This design comes from an exercise in tuning for small area on the open sky130 flow, not from production work. The RTL was checked by simulation tests, not by an equivalence proof against the original design.

## the reference run
## temp_top
module temp_top #(parameter MS_200 = 24'd400_000)(
    input               clk,
    input               rst_n,
    input       [2:0]   key_in,
    input               dq_in,
    output reg          dq_out,
    output      [5:0]   SEL,
    output      [7:0]   DIG
);
For scale: roughly 440 cells after synthesis, roughly 21 I/O pins, roughly 4100 um^2 of cells after synthesis.
export LEC_CHECK = 0
export CAP_MARGIN = 20
export CORE_MARGIN = 2
export CORE_UTILIZATION = 70
export CTS_BUF_LIST = sky130_fd_sc_hd__clkbuf_8
export SLEW_MARGIN = 20
create_clock -name core_clock -period 250.0 [get_ports {clk}]
standard.sh (not shown) runs the stock make flow with config.mk's settings and CLKGATE_MAP_FILE= SYNTH_SCRIPT=/design/flow/synth_recipe.tcl, a recipe that flattens the netlist after the stock synthesis.
==> flow/flow/run.sh <==
#!/bin/bash
# Own layout flow: the standard synthesis, then its combinational logic
# mapped again with a stronger, area-oriented ABC script (the flip-flops,
# their names and cell types are kept as the standard synthesis made them),
# then the standard layout, with 1x buffers on the ports and a clock
# tree without dummy loads.
# Each tool's output goes to a log file of its own in the work folder.
set -euo pipefail
W=$(pwd)
F=$W/flow
R=$W/orfs/results/$FLOW_PLATFORM/temp_top/base
L=$W/orfs/logs/$FLOW_PLATFORM/temp_top/base
LIB=$FLOW_HOME/platforms/$FLOW_PLATFORM/lib/sky130_fd_sc_hd__tt_025C_1v80.lib
YOSYS=$FLOW_HOME/../tools/install/yosys/bin/yosys
[[ -x $YOSYS ]] || YOSYS=$(command -v yosys)

# 1. standard synthesis
bash standard.sh "$R/1_2_yosys.v" > "$W/flow_synth.log" 2>&1
cp "$R/1_2_yosys.v" "$W/std_1_2_yosys.v"

# 2. remap the combinational logic: rounds of ABC runs with different seeds,
#    each round starting from the smallest netlist so far
python3 "$F/gen_models.py" "$LIB" "$W/combmodels.v" > "$W/flow_models.log" 2>&1
DONT_USE=$(grep -o -- '-dont_use [A-Za-z0-9_]*' "$L/1_2_yosys.log" | sort -u | tr '\n' ' ')
area() { grep 'Chip area' "$1" | tail -1 | awk '{print $NF}'; }

cur=$W/std_1_2_yosys.v
best=""
for round in 1; do
  for s in 1 2 3 4; do
    tag=r${round}_s${s}
    sed "s/&deepsyn -T 30/\&deepsyn -T 30 -S $s/" "$F/remap.abc" > "$W/remap_$tag.abc"
    cat > "$W/remap_$tag.ys" <<EOF
read_liberty -lib $LIB
read_verilog -overwrite $W/combmodels.v
read_verilog $cur
hierarchy -top $FLOW_TOP
flatten
proc
techmap
opt -fast -purge
abc -liberty $LIB $DONT_USE -script $W/remap_$tag.abc
opt_clean -purge
hilomap -singleton -hicell sky130_fd_sc_hd__conb_1 HI -locell sky130_fd_sc_hd__conb_1 LO
insbuf -buf sky130_fd_sc_hd__buf_4 A X
opt_clean -purge
stat -liberty $LIB
write_verilog -noattr -nohex -nodec $W/remap_$tag.v
EOF
    "$YOSYS" -s "$W/remap_$tag.ys" > "$W/flow_remap_$tag.log" 2>&1 &
  done
  wait
  for s in 1 2 3 4; do
    tag=r${round}_s${s}
    a=$(area "$W/flow_remap_$tag.log" || true)
    [[ -n "$a" && -s "$W/remap_$tag.v" ]] || continue
    if [[ -z "$best" ]] || python3 -c "import sys; sys.exit(0 if $a < $best else 1)"; then
      best=$a; cur=$W/remap_$tag.v
    fi
  done
  echo "round $round: best $best from $cur" >> "$W/flow_remap_rounds.log"
done

cat > "$W/remap_check.ys" <<EOF
read_liberty -lib $LIB
read_verilog $cur
hierarchy -top $FLOW_TOP
check -assert -mapped
stat -liberty $LIB
EOF
"$YOSYS" -s "$W/remap_check.ys" > "$W/flow_remap_check.log" 2>&1
cp "$cur" "$R/1_2_yosys.v"

# 3. standard layout from the remapped netlist
export BUFFER_PORTS_ARGS="-buffer_cell sky130_fd_sc_hd__buf_1"
export CTS_ARGS="-sink_clustering_enable -repair_clock_nets -buf_list {sky130_fd_sc_hd__clkbuf_4} -root_buf sky130_fd_sc_hd__clkbuf_8 -dont_use_dummy_load"
bash standard.sh > "$W/flow_layout.log" 2>&1
Other scripts of this flow, unchanged in this note and not shown: flow/flow/gen_models.py, flow/flow/remap.abc
Setup changes, the reference run to the trial run
--- a/flow/flow/run.sh
+++ b/flow/flow/run.sh
@@ -27,8 +27,8 @@
 cur=$W/std_1_2_yosys.v
 best=""
-for round in 1; do
+for round in 1 2 3 4; do
   for s in 1 2 3 4; do
     tag=r${round}_s${s}
-    sed "s/&deepsyn -T 30/\&deepsyn -T 30 -S $s/" "$F/remap.abc" > "$W/remap_$tag.abc"
+    sed "s/&deepsyn -T 30/\&deepsyn -T 90 -S $s/" "$F/remap.abc" > "$W/remap_$tag.abc"
     cat > "$W/remap_$tag.ys" <<EOF
 read_liberty -lib $LIB
@@ -74,4 +74,4 @@
 # 3. standard layout from the remapped netlist
 export BUFFER_PORTS_ARGS="-buffer_cell sky130_fd_sc_hd__buf_1"
-export CTS_ARGS="-sink_clustering_enable -repair_clock_nets -buf_list {sky130_fd_sc_hd__clkbuf_4} -root_buf sky130_fd_sc_hd__clkbuf_8 -dont_use_dummy_load"
+export CTS_ARGS="-sink_clustering_enable -repair_clock_nets -buf_list {sky130_fd_sc_hd__clkbuf_4 sky130_fd_sc_hd__clkbuf_8} -root_buf sky130_fd_sc_hd__clkbuf_8 -dont_use_dummy_load -sink_clustering_size 12"
 bash standard.sh > "$W/flow_layout.log" 2>&1
--- a/flow/config.mk
+++ b/flow/config.mk
@@ -8,5 +8,5 @@
 export CAP_MARGIN = 20
 export CORE_MARGIN = 2
-export CORE_UTILIZATION = 70
+export CORE_UTILIZATION = 40
 export CTS_BUF_LIST = sky130_fd_sc_hd__clkbuf_8
 export SLEW_MARGIN = 20
Findings:
- Post-place instance area: the trial run vs the reference run — no meaningful difference
- Diff the reference run -> the trial run: synthesized area lost 56 um^2; cell area after layout +14 um^2.
- Going from the reference run to the trial run, net total in the final layout -11, total routed wirelength stayed essentially flat, data-path buffer share of cell area in the final layout fell by 0.18 points.
- Die extent in y, the trial run and the reference run: larger value in the trial run

static timing again, ports no longer ideal:
The flow's constraints put no driver on any port. The routed layouts listed below were extracted and timed again, unchanged, in two steps. Step 1: set_driving_cell puts a clkbuf_16 on clk and a buf_2 on each other input, an assumption about the parent block. Step 2 times the ports against the registers' clock, not the clock port: input delays grow and output delays shrink by t, the midpoint of the rising clock arrivals with the driver on. Three values: ideal ports, drivers, drivers and shift; two values: the first two.
run	t, ns	setup slack, ns	worst hold slack (ns)	slew at the worst register clock pin (ns)	worst slew at a driven data input, ns
the reference run	0.369	196.082 / 196.054 / 196.423	0.341 / 0.341 / 0.341	0.10 / 0.10	0.03
the trial run	0.381	196.028 / 195.995 / 196.376	0.332 / 0.332 / 0.332	0.09 / 0.09	0.03
After both steps every run listed still meets setup and hold.
